Source: an optimization exercise on an open RTL-to-GDS flow (aim: small area, a short achievable clock period and few clock cycles per item). Production flows keep margins and buffers that such runs may drop.
Where RTL was checked, it was by simulation tests only, not by an equivalence proof against the original.
For runs 1 and 2, only the layout was checked, not whether the RTL still works.
In every run shown here, the design's own scripts or RTL, not TritonCTS, make the clock network.
No driver is modelled on the clock port, so clock power and skew are understated where the tree is cut down; a real chip needs a root buffer or a tree.
Power figures rest on the tool's default switching activity, not on a simulated workload.

==> flow/config.mk <==
export PLATFORM = sky130hd
export DESIGN_NAME = automaton
export DESIGN_NICKNAME = automaton
export VERILOG_FILES = /design/flow/design.v
export SDC_FILE = /design/flow/constraint.sdc
export NUM_CORES = 8
export LEC_CHECK = 0
export ABC_AREA = 1
export CAP_MARGIN = 20
export CORE_MARGIN = 2
export CORE_UTILIZATION = 50
export GPL_ROUTABILITY_DRIVEN = 1
export GPL_TIMING_DRIVEN = 1
export PLACE_DENSITY = 0.6
export SLEW_MARGIN = 20
export SYNTH_HIERARCHICAL = 1
==> flow/constraint.sdc <==
create_clock -name core_clock -period 10.0 [get_ports {clk}]
set_input_delay 2.0000 -clock core_clock [delete_from_list [all_inputs] [get_ports {clk}]]
set_output_delay 2.0000 -clock core_clock [all_outputs]
set_load 0.01 [all_outputs]
==> flow/design.v <==
`timescale 1ns / 1ps
module automaton_rule(
    input  [31:0] rule,
    input  [3:0]  idx,          
    output        n0,
    output        n1);
    assign n0 = rule[{idx[3:1], 1'b0, idx[0]}];
    assign n1 = rule[{idx[3:1], 1'b1, idx[0]}];
endmodule
module automaton_pick(
    input         world_in,
    input         ch0,
    input         ch1,
    input         is_read,
    input  [12:0] wr,           
    input  [12:0] rd,           
    output        do_wr,
    output [12:0] nxt);
    assign do_wr = is_read & (world_in ? ch1 : ch0);
    assign nxt   = do_wr ? wr : rd;
endmodule
module automaton(
    input               clk,
    input               rst,
    input      [31:0]   rule,
    output reg [5:0]    row,
    output reg [5:0]    col,
    output reg          world_we,
    input               world_in,
    output reg          world_out,
    output reg          update_done);
    reg [17:0] sr;          
    reg [63:0] st;          
    reg        c0, c1;      
    reg        halo;        
    reg        first;       
    wire       is_read = ~world_we;
    wire [2:0] s_ = row[5:3];
    wire [2:0] j_ = row[2:0];
    wire       rh = halo;                       
    wire       rd = is_read & ~halo;            
    wire       col0  = (col == 6'd0);
    wire       col63 = (col == 6'd63);
    wire       j7 = (j_ == 3'd7);
    wire [2:0] sd = rh ? (col63 ? 3'd0 : 3'd7) : {2'b00, j7} + {2'b00, ~is_read & col63};
    wire [5:0] nr_row = {s_ + sd, rh ? 3'd0 : j_ + 3'd1};    
    wire [5:0] nr_col = col + {5'd0, ~rd};
    wire       nr_halo = ~rh & j7;
    wire       mW    = rd ? (col == 6'd1) : col0;              
    wire       mN    = rh & (s_ == 3'd1);
    wire       mS    = ~rh & (j_ == 3'd6) & ((rd & col0) ? (s_ == 3'd0) : (s_ == 3'd7));
    wire       tS = is_read ? sr[6]  : sr[7];
    wire       tC = is_read ? sr[7]  : sr[8];
    wire       tN = is_read ? sr[8]  : sr[9];
    wire       tW = is_read ? sr[16] : sr[17];
    wire       bN = (rh ? st[63] : tN) & ~mN;
    wire       bW = tW & ~mW;
    wire       bS = tS & ~mS;
    wire       n0, n1;
    automaton_rule lut(.rule(rule), .idx({bN, bW, tC, bS}), .n0(n0), .n1(n1));
    wire       valid = ~halo & ~first;
    wire       ch0 = valid & (c0 ^ sr[8]);
    wire       ch1 = valid & ((col0 ? c0 : c1) ^ sr[8]);
    wire [5:0] wr_row = {col0 ? s_ - 3'd1 : s_, j_};
    wire       do_wr;
    wire [5:0] n_row, n_col;
    wire       n_halo;
    automaton_pick pick(.world_in(world_in), .ch0(ch0), .ch1(ch1),
                        .is_read(is_read & ~rst),
                        .wr({wr_row, col - 6'd1, 1'b0}),
                        .rd(rst ? 13'd0 : {nr_row, nr_col, nr_halo}),
                        .do_wr(do_wr), .nxt({n_row, n_col, n_halo}));
    always @(posedge clk) begin
        if (is_read)
            sr <= {sr[16:0], world_in};
        if (halo)
            st <= {st[62:0], sr[0]};
        world_out <= ~sr[8];
        row <= n_row;
        col <= n_col;
        halo <= n_halo;
        world_we <= do_wr;
        c0 <= n0;
        c1 <= n1;
        if (rst) begin
            first <= 1'b1;
            update_done <= 1'b0;
        end else begin
            first <= first & col0;
            update_done <= halo & ~first & (s_ == 3'd1) & col0;
        end
    end
endmodule
==> flow/flow/run.sh <==
#!/bin/bash
set -euo pipefail
bash standard.sh SYNTH_SCRIPT=$(pwd)/flow/synth_own.tcl SETUP_SLACK_MARGIN=7.25 BUFFER_PORTS_ARGS="-buffer_cell sky130_fd_sc_hd__buf_1" PRE_CTS_TCL=$(pwd)/flow/own_cts.tcl  finish > standard.log 2>&1
==> flow/flow/abc_own.script <==
strash
dch
map -a
mfs2
strash
dch
map -a
topo
stime -c
buffer -c
upsize -c
dnsize -c
==> flow/flow/own_cts.tcl <==
# Own clock tree, sourced as PRE_CTS_TCL. The clock port drives 4 (or, with
# OWN_CTS_NBUF=3, 3) clock buffers directly, and each buffer drives the clock
# pins of one group of flip-flops. With OWN_CTS_INV1 and OWN_CTS_INV2 set, each buffer is instead a
# pair of inverters: the port drives the first, the first drives only the
# second, and the second drives the group. The groups come from two cuts of
# the placed flip-flops: one across x or y, then one across each half the
# other way. The cut positions are searched so that the group with the
# largest estimated load (pin capacitance plus the wire of a minimum spanning
# tree) is as light as it can be. Every flip-flop is the same number of stages
# from the clock port.
# The tree is built in place of TritonCTS, that is after the CTS step's
# repair_clock_inverters (which would otherwise copy the inverters next to
# every flip-flop); the rest of the CTS step (legalisation, repair_timing)
# runs as usual.

# estimated load of a group in fF: 1.8 fF per clock pin, 0.12 fF per um of
# the minimum spanning tree over the pins (Prim)
proc own_cts_cost {pts} {
  set n [llength $pts]
  if {$n == 0} { return 0 }
  set xs [lmap p $pts {lindex $p 0}]
  set ys [lmap p $pts {lindex $p 1}]
  set in [lrepeat $n 0]
  set d [lrepeat $n 1e18]
  lset d 0 0
  set tot 0.0
  for {set k 0} {$k < $n} {incr k} {
    set best -1; set bd 1e18
    for {set i 0} {$i < $n} {incr i} {
      if {![lindex $in $i] && [lindex $d $i] < $bd} { set bd [lindex $d $i]; set best $i }
    }
    lset in $best 1
    set tot [expr {$tot + $bd}]
    set bx [lindex $xs $best]; set by [lindex $ys $best]
    for {set i 0} {$i < $n} {incr i} {
      if {![lindex $in $i]} {
        set dd [expr {abs([lindex $xs $i] - $bx) + abs([lindex $ys $i] - $by)}]
        if {$dd < [lindex $d $i]} { lset d $i $dd }
      }
    }
  }
  return [expr {1.8 * $n + 0.12 * $tot}]
}

# cut a list of {x y iterm} at fraction f along axis (0: x, 1: y)
proc own_cts_cut {pts axis f} {
  set pts [lsort -real -index $axis $pts]
  set k [expr {int(round([llength $pts] * $f))}]
  return [list [lrange $pts 0 [expr {$k - 1}]] [lrange $pts $k end]]
}

proc own_cts_build {} {
  set db [ord::get_db]
  set block [ord::get_db_block]
  set bufcell sky130_fd_sc_hd__clkbuf_16
  if {[info exists ::env(OWN_CTS_BUF)]} { set bufcell $::env(OWN_CTS_BUF) }
  set master [$db findMaster $bufcell]
  set inv1 ""
  if {[info exists ::env(OWN_CTS_INV1)] && [info exists ::env(OWN_CTS_INV2)]} {
    set inv1 [$db findMaster $::env(OWN_CTS_INV1)]
    set inv2 [$db findMaster $::env(OWN_CTS_INV2)]
  }
  set clknet [$block findNet clk]
  set dbu [$block getDbUnitsPerMicron]

  set sinks {}
  foreach it [$clknet getITerms] {
    set bb [[$it getInst] getBBox]
    set x [expr {([$bb xMin] + [$bb xMax]) / 2.0 / $dbu}]
    set y [expr {([$bb yMin] + [$bb yMax]) / 2.0 / $dbu}]
    lappend sinks [list $x $y $it]
  }
  puts "own_cts: [llength $sinks] clock sinks"

  set nbuf 4
  if {[info exists ::env(OWN_CTS_NBUF)]} { set nbuf $::env(OWN_CTS_NBUF) }
  set fracs {0.38 0.40 0.42 0.44 0.46 0.48 0.50 0.52 0.54 0.56 0.58 0.60 0.62}
  set best {}
  set bestcost 1e18
  foreach axis {0 1} {
    if {$nbuf == 4} {
      # two halves, each cut in two the other way
      foreach f1 $fracs {
        set sub {}
        set worst 0
        foreach h [own_cts_cut $sinks $axis $f1] {
          set hb {}; set hc 1e18
          foreach f2 $fracs {
            set q [own_cts_cut $h [expr {1 - $axis}] $f2]
            set c [expr {max([own_cts_cost [lindex $q 0]], [own_cts_cost [lindex $q 1]])}]
            if {$c < $hc} { set hc $c; set hb $q }
          }
          lappend sub {*}$hb
          set worst [expr {max($worst, $hc)}]
        }
        if {$worst < $bestcost} { set bestcost $worst; set best $sub }
      }
    } else {
      # a third on one side, the rest cut in two the other way
      foreach f1 {0.28 0.30 0.32 0.34 0.36 0.38 0.62 0.64 0.66 0.68 0.70 0.72} {
        set cut [own_cts_cut $sinks $axis $f1]
        set small [expr {$f1 < 0.5 ? 0 : 1}]
        set one [lindex $cut $small]
        set rest [lindex $cut [expr {1 - $small}]]
        set c1 [own_cts_cost $one]
        foreach f2 $fracs {
          set q [own_cts_cut $rest [expr {1 - $axis}] $f2]
          set c [expr {max($c1, [own_cts_cost [lindex $q 0]], [own_cts_cost [lindex $q 1]])}]
          if {$c < $bestcost} { set bestcost $c; set best [list $one {*}$q] }
        }
      }
    }
  }
  puts "own_cts: worst estimated group load [format %.1f $bestcost] fF"

  set i 0
  foreach g $best {
    set sx 0.0; set sy 0.0
    foreach p $g { set sx [expr {$sx + [lindex $p 0]}]; set sy [expr {$sy + [lindex $p 1]}] }
    set cx [expr {int($sx / [llength $g] * $dbu)}]
    set cy [expr {int($sy / [llength $g] * $dbu)}]
    set net [odb::dbNet_create $block "clknet_own_$i"]
    $net setSigType CLOCK
    if {$inv1 eq ""} {
      set inst [odb::dbInst_create $block $master "clkbuf_own_$i"]
      [$inst findITerm A] connect $clknet
      [$inst findITerm X] connect $net
      set placed [list $inst]
    } else {
      set a [odb::dbInst_create $block $inv1 "clkinv_own_a$i"]
      set b [odb::dbInst_create $block $inv2 "clkinv_own_b$i"]
      set mid [odb::dbNet_create $block "clknet_own_m$i"]
      $mid setSigType CLOCK
      [$a findITerm A] connect $clknet
      [$a findITerm Y] connect $mid
      [$b findITerm A] connect $mid
      [$b findITerm Y] connect $net
      set placed [list $b $a]
    }
    foreach p $g {
      set it [lindex $p 2]
      $it disconnect
      $it connect $net
    }
    set dx 0
    foreach inst $placed {
      $inst setLocation [expr {$cx + $dx}] $cy
      $inst setPlacementStatus PLACED
      set dx [expr {$dx + [[$inst getMaster] getWidth]}]
    }
    puts "own_cts: group $i at ($cx, $cy): [llength $g] sinks, estimated [format %.1f [own_cts_cost $g]] fF"
    incr i
  }
}

# With OWN_OUTBUF set, the port buffers of the outputs (which start as buf_1,
# like those of the inputs) are swapped for that buffer before the tree is
# built; the CTS step's legalisation places them.
proc own_outbuf {} {
  if {![info exists ::env(OWN_OUTBUF)]} { return }
  set block [ord::get_db_block]
  set master [[ord::get_db] findMaster $::env(OWN_OUTBUF)]
  foreach bt [$block getBTerms] {
    if {[$bt getIoType] ne "OUTPUT"} { continue }
    set drv [[$bt getNet] getFirstOutput]
    if {$drv eq "NULL" || $drv eq ""} { continue }
    set inst [$drv getInst]
    if {[string match "*buf_1" [[$inst getMaster] getName]]} {
      $inst swapMaster $master
    }
  }
}

rename clock_tree_synthesis tritoncts_unused
proc clock_tree_synthesis {args} {
  own_outbuf
  own_cts_build
  puts "own_cts: clock tree built by own_cts.tcl, TritonCTS skipped"
  set_propagated_clock [all_clocks]
}
==> flow/flow/synth_own.tcl <==
# The standard synthesis script (synth_recipe.tcl), with one change to the
# ABC mapping: the top module and the rule lookup are mapped with
# abc_own.script (beside this file: map -a and mfs2, for area), and the module
# that carries the late inputs world_in and rst (automaton_pick) with ORFS's
# own script (abc_area.script, or abc_speed.script with OWN_ABC_PICK=speed).
# Registers, their names and their cell types are the standard synthesis's.
set own_abc_script [file normalize [file join [file dirname [info script]] abc_own.script]]
proc synth {args} { yosys synth -nofsm -noshare {*}$args }
proc abc {args} {
  set i [lsearch -exact $args -script]
  if {$i < 0} { yosys abc {*}$args; return }
  set own $args
  lset own [expr {$i + 1}] $::own_abc_script
  yosys abc {*}$own automaton automaton_rule
  set late $args
  if {[info exists ::env(OWN_ABC_PICK)] && $::env(OWN_ABC_PICK) eq "speed"} {
    lset late [expr {$i + 1}] $::env(SCRIPTS_DIR)/abc_speed.script
  }
  yosys abc {*}$late automaton_pick
}
source $::env(SCRIPTS_DIR)/synth.tcl
# left out here: clear keep_hierarchy, flatten, clean up, hide names made inside functions, write 1_2_yosys.v
==> flow/standard.sh <==
#!/bin/bash
# synth_recipe.tcl (not shown) runs the flow's synth.tcl, then flattens the netlist and writes it again
# the make line also repeats each setting of config.mk as NAME=value (left out here)
make -C /OpenROAD-flow-scripts/flow DESIGN_CONFIG=/design/flow/config.mk WORK_HOME=/design/flow/orfs CLKGATE_MAP_FILE= SYNTH_SCRIPT=/design/flow/synth_recipe.tcl "${@:-finish}"
==> flow_summary.ini, run 1 <==
[floorplanning]
floorplan.initialDensity_pct = 51.2
num_rows = 33
design.core.area_um2 = 8180
floorplan.die.height_um = 95.5
die_x_um = 95.5
design.die.area_um2 = 9120
ioPinCount = 50

[yosys]
synthDistinctLibCells = 33
synth.most_common_cell = sky130_fd_sc_hd__edfxtp_1
synth.mux.area_fraction_pct = 0
fraction_of_the_mapped_netlist_area_in_compound_gates_pct = 6.55
post_synth_inst_count = 340
synth_nets = 391
synth_cell_area_um2 = 4190
synthXorXnorAreaFrac_pct = 1.46
post_synth.cell_area_avg_um2 = 12.3
async_set_or_reset_flop_fraction_in_the_synthesized_netlist_pct = 0
ys_seq_elements = 101
largest_family_of_logic_cells_by_synthesized_area = simple AND/OR/NAND/NOR gates
yosys_warnings = 7
yosys_most_used_dff = sky130_fd_sc_hd__edfxtp_1
synth-edff-count = 82
synth_common_cells = 82 x sky130_fd_sc_hd__edfxtp_1, 51 x sky130_fd_sc_hd__nand2_1, 35 x sky130_fd_sc_hd__nor2_1
synth_adder_area_share_pct = 4.96
ys_seq_area_share_pct = 67.9
synth_simple_gate_area_share_pct = 13.8
yosysTopAreaCell = sky130_fd_sc_hd__edfxtp_1
netlist_top_cells_area = sky130_fd_sc_hd__edfxtp_1 59%, sky130_fd_sc_hd__dfxtp_1 9.1%, sky130_fd_sc_hd__nand2_1 4.6%
yosysTopAreaCellShare_pct = 58.8

[clock_tree]
clk_latency_ns = 0.16
path_clk_slew_ns = 0.10

[layout]
share_of_cells_above_drive_strength_1_pct = 14.4
nets = 448
flow.area_growth_from_synthesis_pct = 11.1
num_antenna_cells = 0
fillers = 707

[sta]
worst_pin_slew_ns = 1.11
setup_tns_ns = 0
hold_viol_final = 0
period_share_pct = 27.3
fin_skew_ns = 0.00875
max_slew_margin_pct = 25.3
slew_violations = 0
timing.fmax_mhz = 367
final.setup.worst_slack_ns = 7.27
setup-violations-final = 0
finalCriticalPeriod_ns = 2.73
grt_setup_unrepaired = false

[worst_setup_path]
cp.required_ns = 8.00
cp_data_arrival_time_ns = 0.73
cp_max_fo = 5
endpoint_kind = output pin
crit_path_max_incr_delay_ns = 0.40
critical_path.slowest_cell = sky130_fd_sc_hd__dfxtp_2
critical-path-top-delay-family = flip-flops
worst-path-buf-inv = 1
worst-setup-path-type = reg2out
crit_chain = buf_1
critical_path.startpoint_type = flip-flop

[route]
vias = 2532
drtPass1Iterations = 4
routed_wl_mm = 6.96
vias_per_cell = 5.06
route.antenna.remaining_nets = 0
detail_route.drc_violations = 0
drt_iter0_markers = 150
route.detailed.wl_per_inst_um = 13.9

[place]
place_worst_setup_slack_ns = 6.80
dpl.hpwl_mm = 4.33
port_buffers = 49
finalWeightedCongestion = 0.857

[worst_hold_path]
min_path_type = reg2reg

[global_route]
grt_pass1_wl_mm = 10.7
initial_antenna_violation_count = 0
globalRoute.totalOverflow = 0
via_count_of_the_first_global_routing_pass = 2180
grt_max_degree = 66
global_route.usage.total_pct = 14.7

[power_and_ir_drop]
ir_drop_v = 0.000146
power-per-cell-area_nw_per_um2 = 268
leakage_power_of_the_design_nw = 1.74

[run]
max_cap_viols = 0

[status]
outcome = no timing/DRC/antenna violations
-- sequential cells by signal (all words and copies together) (netlist names), 6 cells and up --
| signal | cells |
|---|---|
| st | 64 |
| sr | 18 |
| col | 6 |
| row | 6 |
-- modules after synthesis (local to each module, per instance) --
module	flip-flops and latches	cells	times used
automaton	101	236	1
automaton_rule	0	52	1
automaton_pick	0	52	1
-- power by group --
part	leakage [nW]	internal (W)	switching (W)	total (W)
clock network	0.0493	0.0000734	0.0000957	0.000169
registers	0.928	0.000573	0.0000541	0.000627
logic	0.767	0.000158	0.000293	0.000451
total	1.74	0.000805	0.000442	0.00125
-- kinds of logic (layout without fill, tap and decap cells) --
| group | after synthesis | in the layout |
|---|---|---|
| xor+xnor | 7 | 7 |
| buf+inv | 46 | 101 |
| other cells | 1 | 1 |
| flops | 101 | 101 |
| simple gates | 125 | 125 |
| compound gates | 44 | 44 |
| fa+ha+maj | 16 | 16 |
-- path summary, 6_finish.rpt --
kind | start | endpoint | slack, ns | depth (start not counted)
worst min register to register | sr[5] | sr[6] | 0.42 | 0
worst max-delay path | col[3] | col[3] | 7.27 | 1
worst max register to register | world_we | c1 | 7.46 | 8
worst min-delay path | sr[5] | sr[6] | 0.42 | 0
-- metrics by stage --
| stage | hold slack (ns) | util [%] | power, W | cells | area, um2 |
|---|---|---|---|---|---|
| finish | 0.417 | 56.9 | 0.00125 | 500 | 4650 |
| global placement | 0.403 | 54.3 | 0.00106 | 486 | 4440 |
| global route | 0.434 | 56.9 | 0.00133 | 500 | 4650 |
| detailed placement | 0.405 | 54.3 | 0.00106 | 486 | 4440 |
| floorplan | 0.400 | - | 0.000974 | 340 | 4200 |
| CTS | 0.426 | 56.1 | 0.00124 | 494 | 4590 |
-- placed cells by master (no fill, tap or decap), drive strengths merged --
cell | netlist | final
clkinv | 1 | 1
nor3 | 7 | 7
xnor2 | 1 | 1
clkinvlp | 0 | 2
edfxtp | 82 | 82
dfxtp | 19 | 19
xor2 | 6 | 6
buf | 8 | 59
fa | 1 | 1
conb | 1 | 1
clkbuf | 2 | 5
a31oi | 2 | 2
nor2 | 40 | 40
nand3 | 23 | 23
nand4 | 1 | 1
nor4 | 1 | 1
a21oi | 8 | 8
o21a | 1 | 1
o221ai | 8 | 8
ha | 15 | 15
inv | 35 | 34
o21ai | 25 | 25
nand2 | 53 | 53
-- layer usage --
layer / share of wire (%) / track usage [%] / up-vias
met5: 0 / 0 / -
met3: 4.7 / 1.19 / 2
met2: 42 / 22.2 / 57
met4: 0.56 / 0.714 / 0
met1: 52 / 24.7 / 1189
li1: - / - / 1284
-- layout make-up --
class	count	area, um2	area share (%)
tap	105	131	2.83
buffer	4	100	2.15
timing repair inverter	1	5.00	0.108
inverter	36	139	2.99
sequential	101	2870	61.8
multi-input combinational	193	1130	24.4
timing repair buffer	60	269	5.79
-- what timing repair did --
action                                  in CTS  in global routing
pin swaps                                    1                  0
gates resized for setup                     12                  8
setup buffers                                3                  6
cloned                                       1                  0
hold buffers                                 0                  0
endpoints found under the setup margin      24                  9
==> run 2: changes to the inputs <==
--- a/flow/design.v
+++ b/flow/design.v
@@ -86,7 +86,7 @@
             first <= 1'b1;
             update_done <= 1'b0;
         end else begin
-            first <= first & col0;
+            first <= first & ~halo;           
             update_done <= halo & ~first & (s_ == 3'd1) & col0;
         end
     end
==> run 2 against run 1 <==
Net effect:
- flip-flop and latch count did not move
- hold slack improved by 0.0083 ns
- critical path depth did not move
- still clean on timing, DRC and antenna
- clock power barely moved
- design area fell by 0.43%
- core utilization fell by 0.24 points
- critical path type unchanged
==> flow_summary.ini, run 2 <==
[status]
outcome = no timing/DRC/antenna violations

[yosys]
synth-edff-count = 82
yosys_most_used_dff = sky130_fd_sc_hd__edfxtp_1
post_synth_inst_count = 340
synth_common_cells = 82 x sky130_fd_sc_hd__edfxtp_1, 51 x sky130_fd_sc_hd__nand2_1, 35 x sky130_fd_sc_hd__nor2_1
synthDistinctLibCells = 33
async_set_or_reset_flop_fraction_in_the_synthesized_netlist_pct = 0
synth_nets = 391
ys_seq_elements = 101
yosysTopAreaCell = sky130_fd_sc_hd__edfxtp_1
synth.most_common_cell = sky130_fd_sc_hd__edfxtp_1
netlist_top_cells_area = sky130_fd_sc_hd__edfxtp_1 59%, sky130_fd_sc_hd__dfxtp_1 9.1%, sky130_fd_sc_hd__nand2_1 4.6%
yosysTopAreaCellShare_pct = 58.8
post_synth.cell_area_avg_um2 = 12.3
ys_seq_area_share_pct = 67.9
synth_cell_area_um2 = 4190
yosys_warnings = 7

[floorplanning]
design.core.area_um2 = 8180
design.die.area_um2 = 9130
ioPinCount = 50
floorplan.initialDensity_pct = 51.2
num_rows = 33
die_x_um = 95.5
floorplan.die.height_um = 95.5

[sta]
slew_violations = 0
setup_tns_ns = 0
max_slew_margin_pct = 50.0
period_share_pct = 27.1
grt_setup_unrepaired = false
fin_skew_ns = 0.00588
timing.fmax_mhz = 369
setup-violations-final = 0
finalCriticalPeriod_ns = 2.71
hold_viol_final = 0
worst_pin_slew_ns = 0.744

[layout]
commonest_non_fill_non_tap_cell_in_the_layout = sky130_fd_sc_hd__edfxtp_1
num_antenna_cells = 0
postLayoutCellArea_um2 = 4630
registers.top_by_ff_count = st
fillers = 691
number_of_flip_flops_under_the_largest_register_name = 64
top_regs = st: 64 flops, sr: 18 flops
layout_common_cells = 82 x sky130_fd_sc_hd__edfxtp_1, 51 x sky130_fd_sc_hd__nand2_1, 45 x sky130_fd_sc_hd__buf_1, 34 x sky130_fd_sc_hd__nor2_1, 25 x sky130_fd_sc_hd__inv_1
sequential_cell_area_um2 = 2880
core_utilization_of_the_finished_layout_pct = 56.6
multiInputGateArea_um2 = 1140
share_of_cells_above_drive_strength_1_pct = 14.4
flow.area_growth_from_synthesis_pct = 10.5
post_layout_nonfiller_instances = 494
nets = 442

[route]
detail_route.drc_violations = 0
route.detailed.wl_per_inst_um = 14.2
drt_iter0_markers = 96
vias_per_cell = 5.10
vias = 2518
route.antenna.remaining_nets = 0
routed_wl_mm = 7.00
drtPass1Iterations = 4

[place]
finalWeightedCongestion = 0.850
port_buffers = 49
dpl.hpwl_mm = 4.51
dpl.cell_count = 486
dpl_cell_area_um2 = 4460

[worst_setup_path]
crit_path_max_incr_delay_ns = 0.40
ff2ff_path_depth = 13
crit_cells = 1
cp.required_ns = 8.00
worst-path-buf-inv = 1
cp_data_arrival_time_ns = 0.71
critical_path.startpoint_type = flip-flop
crit_chain = clkbuf_2
critical_path.slowest_cell = sky130_fd_sc_hd__dfxtp_2
endpoint_kind = output pin
cp_max_fo = 5
worst-setup-path-type = reg2out
critical-path-top-delay-family = flip-flops

[global_route]
globalRoute.totalOverflow = 0
via_count_of_the_first_global_routing_pass = 2240
global_route.usage.total_pct = 15.0
grt_pass1_wl_mm = 10.9
initial_antenna_violation_count = 0
grt_max_degree = 49

[power_and_ir_drop]
power-per-cell-area_nw_per_um2 = 154
ir_drop_v = 0.0000932
leakage_power_of_the_design_nw = 1.73
post-layout-total-power_w = 0.000712

[clock_tree]
path_clk_slew_ns = 0.09
clk_latency_ns = 0.16
cts_hold_buf = 0

[worst_hold_path]
hold_path_depth = 0
min_path_type = reg2reg

[run]
max_cap_viols = 0
[run 2: modules after synthesis (local to each module, per instance)]
module,flip-flops and latches,copies in the design,cells,area [um2]
automaton,101,1,236,3640
automaton_rule,0,1,52,295
automaton_pick,0,1,52,249
[run 2: area by class of cell]
class,count,share of cell area (%)
Buffer,4,2.16
Timing Repair inverter,1,0.108
Timing Repair Buffer,54,5.06
Multi-Input combinational cell,193,24.7
Tap cell,105,2.84
Inverter,36,3.03
Sequential cell,101,62.1
[run 2: through the flow]
stage	hold WS, ns	setup slack (ns)
floorplan	0.400	7.25
global placement	0.403	6.83
detailed placement	0.405	6.79
CTS	0.427	7.25
global route	0.430	7.25
finish	0.426	7.29
[run 2: timing repair]
item	CTS	global route
setup endpoints to repair	28	12
setup buffers	3	0
gates cloned	1	0
gates resized for setup	15	11
hold endpoints to repair	0	0
pin swaps	1	0
[run 2: cells by family (layout without fill, tap and decap cells)]
| logic type | count (synthesis) | in the layout | synth area share, % |
|---|---|---|---|
| AO/OA/AOI/OAI | 44 | 44 | 6.72 |
| XOR/XNOR | 7 | 7 | 1.46 |
| adder cells (fa/ha/maj) | 16 | 16 | 4.96 |
| buffers and inverters | 46 | 95 | 5.23 |
| flip-flops | 101 | 101 | 67.9 |
| other | 1 | 1 | 0.0895 |
| AND/OR/NAND/NOR | 125 | 125 | 13.7 |
[run 2: metal layers]
layer | share of wire (%) | GRT usage, % | wire length [um] | up-vias
li1 | - | - | - | 1269
met1 | 52 | 24.2 | 3650 | 1185
met2 | 42 | 22.8 | 2940 | 59
met3 | 4.6 | 1.19 | 321 | 5
met4 | 1.3 | 1.79 | 90 | 0
met5 | 0 | 0 | 0 | -
[run 2: final timing paths]
path | to | start | slack (ns)
max reg2reg | row[5] | world_we | 7.44
max | row[5] | row[5] | 7.29
min | st[36] | st[35] | 0.43
min reg2reg | st[36] | st[35] | 0.43
[run 2: report_power, final]
group / internal [W] / leakage [nW] / total (W) / switching [W]
registers: 0.000466 / 0.926 / 0.000475 / 0.00000844
clock network: 0.0000734 / 0.0493 / 0.000169 / 0.0000958
logic: 0.0000252 / 0.752 / 0.0000680 / 0.0000428
==> run 3: changes to the inputs <==
--- a/flow/design.v
+++ b/flow/design.v
@@ -43,7 +43,7 @@
     wire       col63 = (col == 6'd63);
     wire       j7 = (j_ == 3'd7);
     wire [2:0] sd = rh ? (col63 ? 3'd0 : 3'd7) : {2'b00, j7} + {2'b00, ~is_read & col63};
-    wire [5:0] nr_row = {s_ + sd, rh ? 3'd0 : j_ + 3'd1};    
+    wire [5:0] nr_row = {s_ + sd, rh ? j_ : j_ + 3'd1};
     wire [5:0] nr_col = col + {5'd0, ~rd};
     wire       nr_halo = ~rh & j7;
     wire       mW    = rd ? (col == 6'd1) : col0;              
@@ -58,7 +58,7 @@
     wire       bS = tS & ~mS;
     wire       n0, n1;
     automaton_rule lut(.rule(rule), .idx({bN, bW, tC, bS}), .n0(n0), .n1(n1));
-    wire       valid = ~halo & ~first;
+    wire       valid = ~halo & ~(first & col0);
     wire       ch0 = valid & (c0 ^ sr[8]);
     wire       ch1 = valid & ((col0 ? c0 : c1) ^ sr[8]);
     wire [5:0] wr_row = {col0 ? s_ - 3'd1 : s_, j_};
@@ -86,7 +86,7 @@
             first <= 1'b1;
             update_done <= 1'b0;
         end else begin
-            first <= first & ~halo;           
+            first <= first & col0;
             update_done <= halo & ~first & (s_ == 3'd1) & col0;
         end
     end
--- a/flow/config.mk
+++ b/flow/config.mk
@@ -8,9 +8,9 @@
 export ABC_AREA = 1
 export CAP_MARGIN = 20
 export CORE_MARGIN = 2
-export CORE_UTILIZATION = 50
+export CORE_UTILIZATION = 40
 export GPL_ROUTABILITY_DRIVEN = 1
 export GPL_TIMING_DRIVEN = 1
-export PLACE_DENSITY = 0.6
+export PLACE_DENSITY = 0.45
 export SLEW_MARGIN = 20
 export SYNTH_HIERARCHICAL = 1
==> run 3 against run 2 <==
Net effect:
- hold slack worse by 0.0053 ns
- critical path depth stayed put
- first-iteration DRC count is 100% higher
- via count is 0.64% lower
- flip-flop and latch count stayed put
- power is 95% higher
- fmax is 0.43% higher
- largest cell class unchanged
- highest routed layer unchanged
==> flow_summary.ini, run 3 <==
[layout]
share_of_cells_above_drive_strength_1_pct = 15.8
nets = 439
number_of_flip_flops_under_the_largest_register_name = 64
top_regs = st: 64 flops, sr: 18 flops
commonest_non_fill_non_tap_cell_in_the_layout = sky130_fd_sc_hd__edfxtp_1
registers.top_by_ff_count = st
flow.area_growth_from_synthesis_pct = 11.5
num_antenna_cells = 0
layout_common_cells = 82 x sky130_fd_sc_hd__edfxtp_1, 50 x sky130_fd_sc_hd__nand2_1, 43 x sky130_fd_sc_hd__buf_1, 28 x sky130_fd_sc_hd__nor2_1, 26 x sky130_fd_sc_hd__inv_1

[global_route]
initial_antenna_violation_count = 0
grt_pass1_wl_mm = 12.2
globalRoute.totalOverflow = 0
grt_max_degree = 38
gr-usage-met3_pct = 0.858
global_route.usage.total_pct = 13.2
via_count_of_the_first_global_routing_pass = 2343
grt_busiest_layer = met2
grt_use_met1_pct = 20.7
use_met2_pct = 21.1

[route]
route.detailed.wl_per_inst_um = 14.7
vias = 2502
route.antenna.remaining_nets = 0
drtPass1Iterations = 4
vias_per_cell = 4.79
drt_iter0_markers = 196
routed_wl_mm = 7.68
detail_route.drc_violations = 0

[floorplanning]
ioPinCount = 50
design.core.area_um2 = 10300
floorplan.die.height_um = 107
num_rows = 37
die_x_um = 107
floorplan.initialDensity_pct = 40.9
design.die.area_um2 = 11300

[clock_tree]
path_clk_slew_ns = 0.10
cts_hold_buf = 0
clk_latency_ns = 0.16

[power_and_ir_drop]
leakage_power_of_the_design_nw = 1.73
power_switching_w = 0.000525
p_comb_share_pct = 38.3
ir_drop_v = 0.000129
power.sequential.fraction_pct = 49.4
power-per-cell-area_nw_per_um2 = 297
power_report.internal_total_w = 0.000865
p_sw_share_pct = 37.8
clockPowerShare_pct = 12.3

[worst_setup_path]
endpoint_kind = output pin
crit_chain = buf_1
cp_data_arrival_time_ns = 0.70
worst-setup-path-type = reg2out
critical-path-top-delay-family = flip-flops
crit_path_max_incr_delay_ns = 0.39
cp.required_ns = 8.00
cp_max_fo = 5
worst-path-buf-inv = 1
critical_path.startpoint_type = flip-flop
critical_path.slowest_cell = sky130_fd_sc_hd__dfxtp_2
timing.reg2reg.setup_slack_ns = 7.48

[yosys]
synth_common_cells = 82 x sky130_fd_sc_hd__edfxtp_1, 50 x sky130_fd_sc_hd__nand2_1, 29 x sky130_fd_sc_hd__nor2_1
ys_seq_elements = 101
synth.most_common_cell = sky130_fd_sc_hd__edfxtp_1
synthDistinctLibCells = 38
synth_cell_area_um2 = 4210
synth-edff-count = 82
netlist_top_cells_area = sky130_fd_sc_hd__edfxtp_1 59%, sky130_fd_sc_hd__dfxtp_1 9.0%, sky130_fd_sc_hd__ha_1 4.5%
ys_seq_area_share_pct = 67.6
yosysTopAreaCellShare_pct = 58.6
post_synth.cell_area_avg_um2 = 12.4
post_synth_inst_count = 338
synth_nets = 389
yosys_warnings = 7
yosys_most_used_dff = sky130_fd_sc_hd__edfxtp_1
async_set_or_reset_flop_fraction_in_the_synthesized_netlist_pct = 0
yosysTopAreaCell = sky130_fd_sc_hd__edfxtp_1

[sta]
worst_pin_slew_ns = 0.888
fin_skew_ns = 0.00904
setup-violations-final = 0
slew_violations = 0
finalCriticalPeriod_ns = 2.70
grt_setup_unrepaired = false
period_share_pct = 27.0
hold_viol_final = 0
max_slew_margin_pct = 40.4
setup_tns_ns = 0
fin_worst_hold_slack_ns = 0.420
timing.fmax_mhz = 370

[worst_hold_path]
min_path_type = reg2reg

[run]
max_cap_viols = 0

[status]
outcome = no timing/DRC/antenna violations

[place]
finalWeightedCongestion = 0.773
port_buffers = 49
dpl.hpwl_mm = 4.76
[run 3: through the flow]
stage / utilization, % / cells / instance area (um2) / setup slack [ns] / total power (W)
2_1_floorplan: - / 338 / 4220 / 7.26 / 0.00108
3_3_place_gp: 43.7 / 513 / 4490 / 6.78 / 0.00120
3_5_place_dp: 43.7 / 513 / 4490 / 6.74 / 0.00120
4_1_cts: 45.3 / 522 / 4660 / 7.26 / 0.00140
5_1_grt: 45.6 / 522 / 4690 / 7.25 / 0.00150
6_report: 45.6 / 522 / 4690 / 7.30 / 0.00139
[run 3: routing by layer]
metal | share of wire [%] | routed length [um]
met1 | 51 | 3890
met3 | 3.7 | 284
met2 | 45 | 3440
met4 | 0.85 | 65
met5 | 0 | 0
[run 3: kinds of logic after synthesis]
group           Yosys count  synth area share (%)
simple gates            117                  12.6
flops                   101                  67.6
compound gates           50                  8.03
buf+inv                  46                  5.24
fa+ha+maj                16                  4.94
xor+xnor                  6                  1.25
other cells               1                0.0892
mux                       1                 0.238
[run 3: area by class of cell]
class / count / area [um2]
Timing Repair inverter: 1 / 5.00
Tap cell: 136 / 170
Sequential cell: 101 / 2880
Inverter: 35 / 135
Fill cell: 962 / 5590
Timing Repair Buffer: 54 / 241
Multi-Input combinational cell: 191 / 1160
Buffer: 4 / 100
[run 3: worst paths after layout]
check                           cells past startpoint  startpoint  endpoint
worst max-delay path                                1      row[3]    row[3]
worst min-delay path                                0       sr[2]     sr[3]
worst max register to register                     13    world_we    row[5]
worst min register to register                      0       sr[2]     sr[3]
[run 3: power by group through the flow]
stage	logic, W	clock network, W	registers [W]
after global routing	0.000604	0.000195	0.000704
after floorplan	0.000402	0	0.000679
after detailed placement	0.000498	0	0.000704
after global placement	0.000497	0	0.000705
after CTS	0.000532	0.000179	0.000685
final	0.000533	0.000171	0.000686
[run 3: per-module statistics from Yosys (local to each module, per instance)]
module / copies in the design / cells inside / flip-flops and latches / area, um2
automaton: 1 / 234 / 101 / 3660
automaton_rule: 1 / 52 / 0 / 295
automaton_pick: 1 / 52 / 0 / 249
[run 3: timing repair]
action / 4_1_cts / 5_1_grt
gates resized for setup: 14 / 14
setup buffers: 4 / 0
pin swaps: 1 / 0
cloned: 1 / 0
endpoints found under the hold margin: 0 / 0
setup endpoints to repair: 27 / 18
Testbench counts of run 3, summed over its fixed seeds: cycles 2,499,633, generations 384.
==> run 4: changes to the inputs <==
--- a/flow/config.mk
+++ b/flow/config.mk
@@ -8,9 +8,9 @@
 export ABC_AREA = 1
 export CAP_MARGIN = 20
 export CORE_MARGIN = 2
-export CORE_UTILIZATION = 40
+export CORE_UTILIZATION = 50
 export GPL_ROUTABILITY_DRIVEN = 1
 export GPL_TIMING_DRIVEN = 1
-export PLACE_DENSITY = 0.45
+export PLACE_DENSITY = 0.6
 export SLEW_MARGIN = 20
 export SYNTH_HIERARCHICAL = 1
==> run 4 against run 3 <==
Net effect:
- still clean
- synthesized cell count did not move
- critical path depth did not move
- flip-flop and latch count did not move
- core utilization rose by 11 points
- design area fell by 1.2%
- clock skew barely moved
- register-to-register slack barely moved
- highest routed layer unchanged
==> flow_summary.ini, run 4 <==
[worst_setup_path]
critical_path.startpoint_type = flip-flop
endpoint_kind = output pin
timing.reg2reg.setup_slack_ns = 7.48
crit_chain = clkbuf_2
worst-path-buf-inv = 1
cp_data_arrival_time_ns = 0.71
critical-path-top-delay-family = flip-flops
cp_max_fo = 6
cp.required_ns = 8.00
crit_path_max_incr_delay_ns = 0.40
worst-setup-path-type = reg2out
critical_path.slowest_cell = sky130_fd_sc_hd__dfxtp_2

[floorplanning]
design.die.area_um2 = 9160
floorplan.initialDensity_pct = 51.4
floorplan.die.height_um = 95.7
num_rows = 33
design.core.area_um2 = 8180
ioPinCount = 50
die_x_um = 95.7

[yosys]
synth_adder_area_share_pct = 4.94
post_synth.cell_area_avg_um2 = 12.4
synthXorXnorAreaFrac_pct = 1.25
synth_simple_gate_area_share_pct = 12.6
ys_seq_elements = 101
yosys_warnings = 7
synth.mux.area_fraction_pct = 0.238
ys_seq_area_share_pct = 67.6
synth_nets = 389
synthDistinctLibCells = 38
synth-edff-count = 82
fraction_of_the_mapped_netlist_area_in_compound_gates_pct = 8.03
yosysTopAreaCell = sky130_fd_sc_hd__edfxtp_1
netlist_top_cells_area = sky130_fd_sc_hd__edfxtp_1 59%, sky130_fd_sc_hd__dfxtp_1 9.0%, sky130_fd_sc_hd__ha_1 4.5%
async_set_or_reset_flop_fraction_in_the_synthesized_netlist_pct = 0
yosys_most_used_dff = sky130_fd_sc_hd__edfxtp_1
largest_family_of_logic_cells_by_synthesized_area = simple AND/OR/NAND/NOR gates
synth.most_common_cell = sky130_fd_sc_hd__edfxtp_1
synth_cell_area_um2 = 4210
synth_common_cells = 82 x sky130_fd_sc_hd__edfxtp_1, 50 x sky130_fd_sc_hd__nand2_1, 29 x sky130_fd_sc_hd__nor2_1
yosysTopAreaCellShare_pct = 58.6
post_synth_inst_count = 338

[place]
port_buffers = 49
dpl.cell_count = 483
dpl_cell_area_um2 = 4460
dpl.hpwl_mm = 4.55
finalWeightedCongestion = 0.850

[sta]
period_share_pct = 27.1
slew_violations = 0
fin_worst_hold_slack_ns = 0.419
max_slew_margin_pct = 46.6
worst_pin_slew_ns = 0.796
fin_skew_ns = 0.00905
timing.fmax_mhz = 369
grt_setup_unrepaired = true
setup_tns_ns = 0
finalCriticalPeriod_ns = 2.71
setup-violations-final = 0
hold_viol_final = 0

[power_and_ir_drop]
power-per-cell-area_nw_per_um2 = 297
ir_drop_v = 0.000146
leakage_power_of_the_design_nw = 1.73

[layout]
top_regs = st: 64 flops, sr: 18 flops
commonest_non_fill_non_tap_cell_in_the_layout = sky130_fd_sc_hd__edfxtp_1
number_of_flip_flops_under_the_largest_register_name = 64
post_layout_nonfiller_instances = 491
num_antenna_cells = 0
flow.area_growth_from_synthesis_pct = 10.1
postLayoutCellArea_um2 = 4630
registers.top_by_ff_count = st
nets = 439
core_utilization_of_the_finished_layout_pct = 56.6
share_of_cells_above_drive_strength_1_pct = 15.5
layout_common_cells = 82 x sky130_fd_sc_hd__edfxtp_1, 50 x sky130_fd_sc_hd__nand2_1, 43 x sky130_fd_sc_hd__buf_1, 28 x sky130_fd_sc_hd__nor2_1, 26 x sky130_fd_sc_hd__inv_1

[worst_hold_path]
min_path_type = reg2reg

[clock_tree]
path_clk_slew_ns = 0.10
clk_latency_ns = 0.16
cts_hold_buf = 0

[global_route]
via_count_of_the_first_global_routing_pass = 2255
grt_pass1_wl_mm = 11.2
globalRoute.totalOverflow = 0
grt_max_degree = 38
initial_antenna_violation_count = 0
global_route.usage.total_pct = 15.4

[route]
drtPass1Iterations = 4
vias_per_cell = 5.15
route.antenna.remaining_nets = 0
routed_wl_mm = 7.19
route.detailed.wl_per_inst_um = 14.6
vias = 2531
drt_iter0_markers = 76
detail_route.drc_violations = 0

[status]
outcome = no timing/DRC/antenna violations

[run]
max_cap_viols = 0
[run 4: path summary, 6_finish.rpt]
kind | start | end | cells past startpoint
min reg2reg | sr[1] | sr[2] | 0
max | col[0] | col[0] | 1
min | sr[1] | sr[2] | 0
max reg2reg | col[0] | row[5] | 13
[run 4: logic make-up after synthesis]
group / count (synthesis)
muxes: 1
adders and majority gates: 16
xor gates and xnor gates: 6
AOI/OAI and AO/OA: 50
and+or+nand+nor: 117
DFF: 101
buffers and inverters: 46
other: 1
[run 4: timing repair]
action / 4_1_cts / 5_1_grt
gates resized for setup: 13 / 11
buffers inserted: 3 / 0
pin swaps: 1 / 0
setup endpoints to repair: 26 / 11
cloned: 0 / 1
[run 4: power breakdown]
part / internal, W / leakage [nW] / switching (W)
combinational: 0.000178 / 0.746 / 0.000338
clock: 0.0000735 / 0.0493 / 0.0000969
sequential: 0.000610 / 0.930 / 0.0000789
total: 0.000861 / 1.73 / 0.000514
[run 4: area by class of cell]
cell class / instances / area, um2
Sequential cell: 101 / 2870
Multi-Input combinational cell: 191 / 1150
Fill cell: 684 / 3540
Timing Repair Buffer: 54 / 239
Inverter: 35 / 135
Tap cell: 105 / 131
Buffer: 4 / 100
Timing Repair inverter: 1 / 5.00
[run 4: metal layers]
metal  track usage (%)  share of wire, %  wire length [um]  vias up
met5                 0                 0                 0        -
met4              1.19              0.93                67        0
met3              1.57               4.9               349        5
met2              25.5                45              3250       56
met1              23.2                49              3520     1200
li1                  -                 -                 -     1270
[run 4: Yosys stat by module (local to each module, per instance)]
module | flip-flops and latches | copies in the design | cells inside | area (um2)
automaton | 101 | 1 | 234 | 3660
automaton_pick | 0 | 1 | 52 | 249
automaton_rule | 0 | 1 | 52 | 295
[run 4: through the flow]
step                      setup WS, ns  power (W)
after floorplan                   7.26    0.00108
after global placement            6.84    0.00119
after detailed placement          6.78    0.00120
after CTS                         7.26    0.00138
after global routing              7.25    0.00148
final                             7.29    0.00137
==> run 5: changes to the inputs <==
==> flow/flow/run.sh (replaced) <==
#!/bin/bash
set -euo pipefail
bash standard.sh SYNTH_SCRIPT=$(pwd)/flow/synth_own.tcl SETUP_SLACK_MARGIN=7.25 BUFFER_PORTS_ARGS="-buffer_cell sky130_fd_sc_hd__buf_1" PRE_CTS_TCL=$(pwd)/flow/own_cts.tcl OWN_CTS_INV1=sky130_fd_sc_hd__inv_8 OWN_CTS_INV2=sky130_fd_sc_hd__inv_16 finish > standard.log 2>&1
==> run 5 against run 4 <==
Net effect:
- hold slack worse by 0.0060 ns
- global-route usage up 0.24 points
- fmax up 0.11%
- highest routed layer unchanged
- cell count up 1.4%
- still clean
- sequential share of layout area down 0.84 points
- core utilization up 0.50 points
==> flow_summary.ini, run 5 <==
[worst_setup_path]
worst-setup-path-type = reg2out
critical-path-top-delay-family = flip-flops
cp_data_arrival_time_ns = 0.70
crit_chain = buf_1
critical_path.slowest_cell = sky130_fd_sc_hd__dfxtp_1
cp.required_ns = 8.00
critical_path.startpoint_type = flip-flop
cp_max_fo = 5
worst-path-buf-inv = 1
crit_path_max_incr_delay_ns = 0.42
endpoint_kind = output pin

[route]
drt_iter0_markers = 99
routed_wl_mm = 7.23
vias = 2558
route.antenna.remaining_nets = 0
drtPass1Iterations = 4
route.detailed.wl_per_inst_um = 14.5
detail_route.drc_violations = 0
vias_per_cell = 5.14

[layout]
flow.area_growth_from_synthesis_pct = 11.1
nets = 446
registers.top_by_ff_count = st
sequential_cell_area_um2 = 2860
fillers = 688
commonest_non_fill_non_tap_cell_in_the_layout = sky130_fd_sc_hd__edfxtp_1
layout_common_cells = 82 x sky130_fd_sc_hd__edfxtp_1, 50 x sky130_fd_sc_hd__nand2_1, 46 x sky130_fd_sc_hd__buf_1, 28 x sky130_fd_sc_hd__nor2_1, 26 x sky130_fd_sc_hd__inv_1
multiInputGateArea_um2 = 1160
num_antenna_cells = 0
post_layout_nonfiller_instances = 498
share_of_cells_above_drive_strength_1_pct = 14.8
number_of_flip_flops_under_the_largest_register_name = 64
top_regs = st: 64 flops, sr: 18 flops

[yosys]
synth_cell_area_um2 = 4210
yosys_most_used_dff = sky130_fd_sc_hd__edfxtp_1
synth_nets = 389
post_synth_inst_count = 338
synth-edff-count = 82
ys_seq_elements = 101
synthDistinctLibCells = 38
async_set_or_reset_flop_fraction_in_the_synthesized_netlist_pct = 0
ys_seq_area_share_pct = 67.6
yosys_warnings = 7
yosysTopAreaCell = sky130_fd_sc_hd__edfxtp_1
synth.most_common_cell = sky130_fd_sc_hd__edfxtp_1
netlist_top_cells_area = sky130_fd_sc_hd__edfxtp_1 59%, sky130_fd_sc_hd__dfxtp_1 9.0%, sky130_fd_sc_hd__ha_1 4.5%
post_synth.cell_area_avg_um2 = 12.4
yosysTopAreaCellShare_pct = 58.6
synth_common_cells = 82 x sky130_fd_sc_hd__edfxtp_1, 50 x sky130_fd_sc_hd__nand2_1, 29 x sky130_fd_sc_hd__nor2_1

[run]
max_cap_viols = 0

[sta]
hold_viol_final = 0
max_slew_margin_pct = 46.8
setup_tns_ns = 0
setup-violations-final = 0
fin_skew_ns = 0.00976
finalCriticalPeriod_ns = 2.70
grt_setup_unrepaired = true
period_share_pct = 27.0
worst_pin_slew_ns = 0.793
slew_violations = 0
timing.fmax_mhz = 370

[global_route]
globalRoute.totalOverflow = 0
initial_antenna_violation_count = 0
grt_max_degree = 38
global_route.usage.total_pct = 15.6
via_count_of_the_first_global_routing_pass = 2317
grt_pass1_wl_mm = 11.3

[power_and_ir_drop]
leakage_power_of_the_design_nw = 1.74
power-per-cell-area_nw_per_um2 = 301
ir_drop_v = 0.000143

[floorplanning]
design.die.area_um2 = 9160
die_x_um = 95.7
design.core.area_um2 = 8180
floorplan.die.height_um = 95.7
num_rows = 33
floorplan.initialDensity_pct = 51.4
ioPinCount = 50

[place]
finalWeightedCongestion = 0.850
dpl.cell_count = 483
dpl.hpwl_mm = 4.55
port_buffers = 49

[clock_tree]
cts_hold_buf = 0
path_clk_slew_ns = 0.08
clk_latency_ns = 0.11

[worst_hold_path]
min_path_type = reg2reg

[status]
outcome = no timing/DRC/antenna violations
-- run 5: cell counts after synthesis --
Identical to the previous run, type by type.
-- run 5: Yosys stat by module, one instance, submodules excluded --
module / cells inside / flops+latches / area [um2]
automaton_rule: 52 / 0 / 295
automaton_pick: 52 / 0 / 249
automaton: 234 / 101 / 3660
-- run 5: what timing repair did --
action | 4_1_cts | 5_1_grt
cloned | 1 | 0
pin swaps | 1 | 1
endpoints found under the setup margin | 20 | 18
gates resized for setup | 8 | 7
setup buffers | 2 | 4
-- run 5: metrics by stage --
| stage | util, % | cell area [um2] | hold WS, ns | setup WS (ns) | power, W |
|---|---|---|---|---|---|
| after floorplan | - | 4220 | 0.400 | 7.26 | 0.00108 |
| after global placement | 54.4 | 4450 | 0.402 | 6.84 | 0.00119 |
| after detailed placement | 54.5 | 4460 | 0.405 | 6.78 | 0.00120 |
| after CTS | 56.6 | 4630 | 0.422 | 7.26 | 0.00140 |
| after global routing | 57.1 | 4670 | 0.424 | 7.25 | 0.00151 |
| final | 57.1 | 4670 | 0.413 | 7.30 | 0.00140 |
-- run 5: area by class of cell --
type / count / share of cell area, %
repair buffers: 57 / 5.52
inverters: 43 / 5.57
flip-flops and latches: 101 / 61.1
multi-input cells: 191 / 24.9
repair inverters: 1 / 0.107
well taps: 105 / 2.81
-- run 5: cells by family after synthesis --
kind of cell / Yosys count / share of synthesized area [%]
flops: 101 / 67.6
simple gates: 117 / 12.6
fa+ha+maj: 16 / 4.94
other cells: 1 / 0.0892
compound gates: 50 / 8.03
buf+inv: 46 / 5.24
xor+xnor: 6 / 1.25
mux: 1 / 0.238
-- run 5: worst paths after layout --
kind	startpoint	endpoint	cells past startpoint	slack (ns)
worst min-delay path	st[46]	st[47]	0	0.41
worst max-delay path	col[4]	col[4]	1	7.30
worst min register to register	st[46]	st[47]	0	0.41
worst max register to register	col[1]	row[5]	13	7.48
-- run 5: where the power goes --
part / internal (W) / switching [W] / total (W)
sequential: 0.000607 / 0.0000788 / 0.000686
clock: 0.0000470 / 0.000141 / 0.000188
combinational: 0.000184 / 0.000346 / 0.000530
total: 0.000839 / 0.000566 / 0.00140
-- run 5: layer usage --
metal	share of wire (%)	GRT usage [%]	routed length, um	vias to the layer above
li1	-	-	-	1286
met1	49	23.4	3570	1212
met2	45	25.9	3240	56
met3	5.1	1.96	370	4
met4	0.80	1.19	58	0
met5	0	0	0	-
==> run 6: changes to the inputs <==
==> flow/flow/run.sh (replaced) <==
#!/bin/bash
set -euo pipefail
bash standard.sh SYNTH_SCRIPT=$(pwd)/flow/synth_own.tcl SETUP_SLACK_MARGIN=7.25 BUFFER_PORTS_ARGS="-buffer_cell sky130_fd_sc_hd__buf_1" PRE_CTS_TCL=$(pwd)/flow/own_cts.tcl RECOVER_POWER=30 finish > standard.log 2>&1
==> run 6 against run 5 <==
Net effect:
- combinational power down 3%
- power decreased by 2.1%
- fmax down 0.11%
- synthesized cell count unchanged
- largest cell class unchanged
- cell count down 1.4%
- first-iteration DRC count down 23%
- sequential power hardly changed
- routed wire length down 0.66%
- largest power group unchanged
- highest routed layer unchanged
- still clean on timing, DRC and antenna
- worst setup slack worse by 0.0031 ns
- sequential share of layout area grew 0.84 points
- hold slack better by 0.0060 ns
- core utilization fell by 0.50 points
==> flow_summary.ini, run 6 <==
[route]
detail_route.drc_violations = 0
vias_per_cell = 5.15
route.antenna.remaining_nets = 0
routed_wl_mm = 7.19
vias = 2531
route.detailed.wl_per_inst_um = 14.6
drtPass1Iterations = 4
drt_iter0_markers = 76

[place]
dpl.hpwl_mm = 4.55
finalWeightedCongestion = 0.850
place_worst_setup_slack_ns = 6.78
port_buffers = 49

[yosys]
netlist_top_cells_area = sky130_fd_sc_hd__edfxtp_1 59%, sky130_fd_sc_hd__dfxtp_1 9.0%, sky130_fd_sc_hd__ha_1 4.5%
synth_nets = 389
ys_seq_area_share_pct = 67.6
yosys_warnings = 7
synth_cell_area_um2 = 4210
synthDistinctLibCells = 38
synth.most_common_cell = sky130_fd_sc_hd__edfxtp_1
post_synth.cell_area_avg_um2 = 12.4
synth_common_cells = 82 x sky130_fd_sc_hd__edfxtp_1, 50 x sky130_fd_sc_hd__nand2_1, 29 x sky130_fd_sc_hd__nor2_1
synth-edff-count = 82
async_set_or_reset_flop_fraction_in_the_synthesized_netlist_pct = 0
ys_seq_elements = 101
post_synth_inst_count = 338
yosysTopAreaCellShare_pct = 58.6
yosysTopAreaCell = sky130_fd_sc_hd__edfxtp_1
yosys_most_used_dff = sky130_fd_sc_hd__edfxtp_1

[power_and_ir_drop]
leakage_power_of_the_design_nw = 1.73
power-per-cell-area_nw_per_um2 = 297
ir_drop_v = 0.000146

[floorplanning]
ioPinCount = 50
num_rows = 33
die_x_um = 95.7
design.core.area_um2 = 8180
floorplan.die.height_um = 95.7
floorplan.initialDensity_pct = 51.4
design.die.area_um2 = 9160

[worst_setup_path]
critical-path-top-delay-family = flip-flops
endpoint_kind = output pin
critical_path.slowest_cell = sky130_fd_sc_hd__dfxtp_2
cp_data_arrival_time_ns = 0.71
worst-setup-path-type = reg2out
cp_max_fo = 6
crit_path_max_incr_delay_ns = 0.40
cp.required_ns = 8.00
crit_chain = clkbuf_2
worst-path-buf-inv = 1
critical_path.startpoint_type = flip-flop

[layout]
number_of_flip_flops_under_the_largest_register_name = 64
flow.area_growth_from_synthesis_pct = 10.1
commonest_non_fill_non_tap_cell_in_the_layout = sky130_fd_sc_hd__edfxtp_1
num_antenna_cells = 0
share_of_cells_above_drive_strength_1_pct = 15.5
top_regs = st: 64 flops, sr: 18 flops
nets = 439
layout_common_cells = 82 x sky130_fd_sc_hd__edfxtp_1, 50 x sky130_fd_sc_hd__nand2_1, 43 x sky130_fd_sc_hd__buf_1, 28 x sky130_fd_sc_hd__nor2_1, 26 x sky130_fd_sc_hd__inv_1
registers.top_by_ff_count = st

[sta]
setup-violations-final = 0
max_slew_margin_pct = 46.6
final.setup.worst_slack_ns = 7.29
hold_viol_final = 0
timing.fmax_mhz = 369
period_share_pct = 27.1
fin_worst_hold_slack_ns = 0.419
setup_tns_ns = 0
worst_pin_slew_ns = 0.796
fin_skew_ns = 0.00905
grt_setup_unrepaired = true
finalCriticalPeriod_ns = 2.71
slew_violations = 0

[clock_tree]
clk_latency_ns = 0.16
path_clk_slew_ns = 0.10

[global_route]
grt_pass1_wl_mm = 11.2
grt_max_degree = 38
globalRoute.totalOverflow = 0
global_route.usage.total_pct = 15.4
via_count_of_the_first_global_routing_pass = 2255
initial_antenna_violation_count = 0

[run]
max_cap_viols = 0

[worst_hold_path]
min_path_type = reg2reg

[status]
outcome = no timing/DRC/antenna violations
-- run 6: changes by cell type in the layout (fill, tap and decap cells not counted), moves of 2 or more --
cell,change
sky130_fd_sc_hd__inv_16,-4
sky130_fd_sc_hd__dfxtp_1,-7
sky130_fd_sc_hd__clkbuf_2,+3
sky130_fd_sc_hd__inv_8,-4
sky130_fd_sc_hd__buf_4,-3
sky130_fd_sc_hd__buf_1,-3
sky130_fd_sc_hd__dfxtp_4,+2
sky130_fd_sc_hd__clkbuf_16,+4
sky130_fd_sc_hd__dfxtp_2,+5
-- run 6: metrics by stage --
stage	util, %	cell area, um2	std cells	power (W)
finish	56.6	4630	491	0.00137
global route	56.6	4630	491	0.00148
CTS	56.4	4610	490	0.00138
detailed placement	54.5	4460	483	0.00120
global placement	54.4	4450	482	0.00119
floorplan	-	4220	338	0.00108
-- run 6: modules after synthesis (local to each module, per instance) --
module	times used	cell area (um2)
automaton	1	3660
automaton_pick	1	249
automaton_rule	1	295
-- run 6: cell families (layout without fill, tap and decap cells) --
family          count (synthesis)  after routing  synth area share [%]
compound gates                 50             50                  8.03
other cells                     1              1                0.0892
mux                             1              1                 0.238
simple gates                  117            117                  12.6
flops                         101            101                  67.6
fa+ha+maj                      16             16                  4.94
buf+inv                        46             94                  5.24
xor+xnor                        6              6                  1.25
-- run 6: layout make-up --
class	instances	area [um2]
buffer	4	100
timing repair buffer	54	239
timing repair inverter	1	5.00
sequential	101	2870
tap	105	131
multi-input combinational	191	1150
inverter	35	135
fill	684	3540
-- run 6: worst paths after layout --
kind | slack, ns | startpoint | cells after the start | endpoint
max | 7.29 | col[0] | 1 | col[0]
max reg2reg | 7.48 | col[0] | 13 | row[5]
min | 0.42 | sr[1] | 0 | sr[2]
min reg2reg | 0.42 | sr[1] | 0 | sr[2]
-- run 6: repair_timing --
action,4_1_cts,5_1_grt
hold buffers,0,0
pin swaps,1,0
resized for setup,13,11
cloned,0,1
setup endpoints to repair,26,11
setup buffers,3,0
-- run 6: metal layers --
layer  share of wire (%)  GRT usage (%)  vias up
met4                0.93           1.19        0
met3                 4.9           1.57        5
met5                   0              0        -
met1                  49           23.2     1200
met2                  45           25.5       56
li1                    -              -     1270
-- run 6: report_power, final --
group	switching [W]	internal [W]
clock	0.0000969	0.0000735
combinational	0.000338	0.000178
sequential	0.0000789	0.000610
==> run 7: changes to the inputs <==
==> flow/flow/run.sh (replaced) <==
#!/bin/bash
set -euo pipefail
bash standard.sh SYNTH_SCRIPT=$(pwd)/flow/synth_own.tcl SETUP_SLACK_MARGIN=7.25 BUFFER_PORTS_ARGS="-buffer_cell sky130_fd_sc_hd__buf_1" PRE_CTS_TCL=$(pwd)/flow/own_cts.tcl RECOVER_POWER=100 finish > standard.log 2>&1
==> run 7 against run 6 <==
Net effect:
- the layout now fails its checks (max-capacitance violations, max-slew violations)
- sequential power down 0.9%
- core utilization fell by 0.80 points
- flip-flop and latch count did not move
- synthesized cell count is the same
- sequential share of layout area increased by 0.28 points
- critical path type is now reg2reg
- critical endpoint is now c1
- largest cell class unchanged
==> flow_summary.ini, run 7 <==
[status]
outcome = complete, but fails checks
failed_checks = max-capacitance violations, max-slew violations

[yosys]
netlist_top_cells_area = sky130_fd_sc_hd__edfxtp_1 59%, sky130_fd_sc_hd__dfxtp_1 9.0%, sky130_fd_sc_hd__ha_1 4.5%
yosys_most_used_dff = sky130_fd_sc_hd__edfxtp_1
synth_common_cells = 82 x sky130_fd_sc_hd__edfxtp_1, 50 x sky130_fd_sc_hd__nand2_1, 29 x sky130_fd_sc_hd__nor2_1
yosysTopAreaCellShare_pct = 58.6
async_set_or_reset_flop_fraction_in_the_synthesized_netlist_pct = 0
synthDistinctLibCells = 38
yosys_warnings = 7
ys_seq_elements = 101
synth-edff-count = 82
post_synth.cell_area_avg_um2 = 12.4
yosysTopAreaCell = sky130_fd_sc_hd__edfxtp_1
synth.most_common_cell = sky130_fd_sc_hd__edfxtp_1
synth_cell_area_um2 = 4210
post_synth_inst_count = 338
ys_seq_area_share_pct = 67.6
synth_nets = 389

[floorplanning]
floorplan.initialDensity_pct = 51.4
ioPinCount = 50
num_rows = 33
floorplan.die.height_um = 95.7
design.die.area_um2 = 9160
die_x_um = 95.7
design.core.area_um2 = 8180

[layout]
number_of_flip_flops_under_the_largest_register_name = 64
top_regs = st: 64 flops, sr: 18 flops
num_antenna_cells = 0
fillers = 705
nets = 439
registers.top_by_ff_count = st
layout_common_cells = 82 x sky130_fd_sc_hd__edfxtp_1, 50 x sky130_fd_sc_hd__nand2_1, 43 x sky130_fd_sc_hd__buf_1, 29 x sky130_fd_sc_hd__inv_1, 28 x sky130_fd_sc_hd__nor2_1
commonest_non_fill_non_tap_cell_in_the_layout = sky130_fd_sc_hd__edfxtp_1
share_of_cells_above_drive_strength_1_pct = 9.84
flow.area_growth_from_synthesis_pct = 8.57

[worst_setup_path]
critical-path-top-delay-family = flip-flops
crit_path_max_incr_delay_ns = 1.40
worst-setup-path-type = reg2reg
critical_path.startpoint_type = flip-flop
cp_max_fo = 37
crit_chain = nor2_1 > inv_1 > o21ai_0 > a41oi_1 > clkbuf_1 > inv_1 > o21ai_0 > o221ai_1 > nand3_1 > nand2_1
cp_data_arrival_time_ns = 3.99
endpoint_kind = flip-flop
critical_path.slowest_cell = sky130_fd_sc_hd__dfxtp_1
worst-path-buf-inv = 3
timing.reg2reg.setup_slack_ns = 6.07
cp.required_ns = 10.06

[route]
routed_wl_mm = 7.20
route.antenna.remaining_nets = 0
vias = 2539
drtPass1Iterations = 4
route.detailed.wl_per_inst_um = 14.7
detail_route.drc_violations = 0
drt_iter0_markers = 82
vias_per_cell = 5.17

[clock_tree]
clk_latency_ns = 0.16
path_clk_slew_ns = 0.10

[global_route]
global_route.usage.total_pct = 15.4
grt_max_degree = 38
via_count_of_the_first_global_routing_pass = 2255
initial_antenna_violation_count = 0
globalRoute.totalOverflow = 0
grt_pass1_wl_mm = 11.2

[worst_hold_path]
min_path_type = reg2reg

[sta]
fin_skew_ns = 0.00941
period_share_pct = 39.3
grt_setup_unrepaired = true
fin_worst_hold_slack_ns = 0.416
worst_pin_slew_ns = 1.91
finalCriticalPeriod_ns = 3.93
setup-violations-final = 0
max_slew_margin_pct = -27.0
slew_violations = 75
timing.fmax_mhz = 254
setup_tns_ns = 0
hold_viol_final = 0

[power_and_ir_drop]
ir_drop_v = 0.000146
leakage_power_of_the_design_nw = 1.70
power-per-cell-area_nw_per_um2 = 297

[run]
max_cap_viols = 2

[place]
dpl.hpwl_mm = 4.55
finalWeightedCongestion = 0.850
port_buffers = 49
==> run 7: where the power goes <==
part	switching (W)	leakage, nW	internal (W)
clock	0.0000974	0.0493	0.0000735
combinational	0.000334	0.729	0.000170
sequential	0.0000775	0.924	0.000605
total	0.000509	1.70	0.000848
==> run 7: metal layers <==
layer  track usage (%)  up-vias  routed length [um]
met5                 0        -                   0
li1                  -     1266                   -
met4              1.19        0                  67
met1              23.2     1211                3490
met2              25.5       57                3240
met3              1.57        5                 405
==> run 7: worst reg2reg max path: cells and delay by family, from the launching register on <==
kind	cells	cell delay [ns]
flip-flops	1	1.40
AO/OA/AOI/OAI	4	0.73
AND/OR/NAND/NOR	3	0.51
buffers and inverters	3	1.21
==> run 7: what timing repair did <==
action	in CTS	in global routing
buffers inserted	3	0
gates cloned	0	1
pin swaps	1	0
endpoints found under the setup margin	26	11
resized for setup	13	11
hold buffers	0	0
hold endpoints to repair	0	0
==> run 7: per-module statistics from Yosys, one instance, submodules excluded <==
module	flops+latches	cells	cell area [um2]	times used
automaton_pick	0	52	249	1
automaton	101	234	3660	1
automaton_rule	0	52	295	1
==> run 7: path summary, 6_finish.rpt <==
check,from,endpoint,depth (start not counted)
max,halo,c1,10
max reg2reg,halo,c1,10
min reg2reg,st[46],st[47],0
min,st[46],st[47],0
==> run 7: cell families after synthesis <==
logic type,Yosys count,synth area share (%)
AND/OR/NAND/NOR,117,12.6
flip-flops,101,67.6
AO/OA/AOI/OAI,50,8.03
buffers and inverters,46,5.24
adder cells (fa/ha/maj),16,4.94
XOR/XNOR,6,1.25
other,1,0.0892
multiplexers,1,0.238
==> run 7: cell type report <==
class | count | area, um2 | share of cell area, %
Sequential cell | 101 | 2840 | 62.3
Multi-Input combinational cell | 191 | 1140 | 24.9
Timing Repair Buffer | 54 | 216 | 4.74
Inverter | 35 | 133 | 2.90
Tap cell | 105 | 131 | 2.88
Buffer | 4 | 100 | 2.19
Timing Repair inverter | 1 | 5.00 | 0.110
==> run 7: metrics by stage <==
stage / setup WS (ns) / area [um2] / total power (W) / utilization [%] / instances
2_1_floorplan: 7.26 / 4220 / 0.00108 / - / 338
3_3_place_gp: 6.84 / 4450 / 0.00119 / 54.4 / 482
3_5_place_dp: 6.78 / 4460 / 0.00120 / 54.5 / 483
4_1_cts: 7.26 / 4610 / 0.00138 / 56.4 / 490
6_report: 6.07 / 4570 / 0.00136 / 55.8 / 491
5_1_grt: 5.67 / 4570 / 0.00146 / 55.8 / 491

-- port drivers added, routing unchanged --
Ports are ideal in the flow. The routed layouts listed here were re-timed in OpenROAD. Step 1 (the two cells are an assumption about what drives the block):
set clk [get_ports {clk}]
set_driving_cell -lib_cell sky130_fd_sc_hd__clkbuf_16 $clk
set_driving_cell -lib_cell sky130_fd_sc_hd__buf_2 [delete_from_list [all_inputs] $clk]
Step 2 adds t to the input delays and takes it off the output delays; t is the mean of the earliest and latest rising clock arrival at the registers after step 1. Input paths then give back, and output paths get back, about the clock's delay inside the block. Slacks: ideal / step 1 / step 2; pairs: ideal / step 1.
run	t, ns	setup slack, ns	hold WS [ns]	worst setup path after step 2
run 1	0.227	7.275 / 7.202 / 7.160	0.417 / 0.417 / 0.417	input to register
run 2	0.229	7.286 / 7.211 / 7.170	0.426 / 0.426 / 0.426	input to register
run 3	0.230	7.298 / 7.223 / 7.150	0.420 / 0.420 / 0.420	input to register
run 4	0.229	7.293 / 7.218 / 7.161	0.419 / 0.419 / 0.419	input to register
run 5	0.220	7.296 / 7.179 / 7.175	0.413 / 0.414 / 0.414	input to register
run 6	0.229	7.293 / 7.218 / 7.161	0.419 / 0.419 / 0.419	input to register
run 7	0.229	6.066 / 6.066 / 6.066	0.416 / 0.416 / 0.416	register to register
For run 3, which loses most, drivers alone change the setup slack by -0.075 ns; drivers and shift together by -0.148 ns.
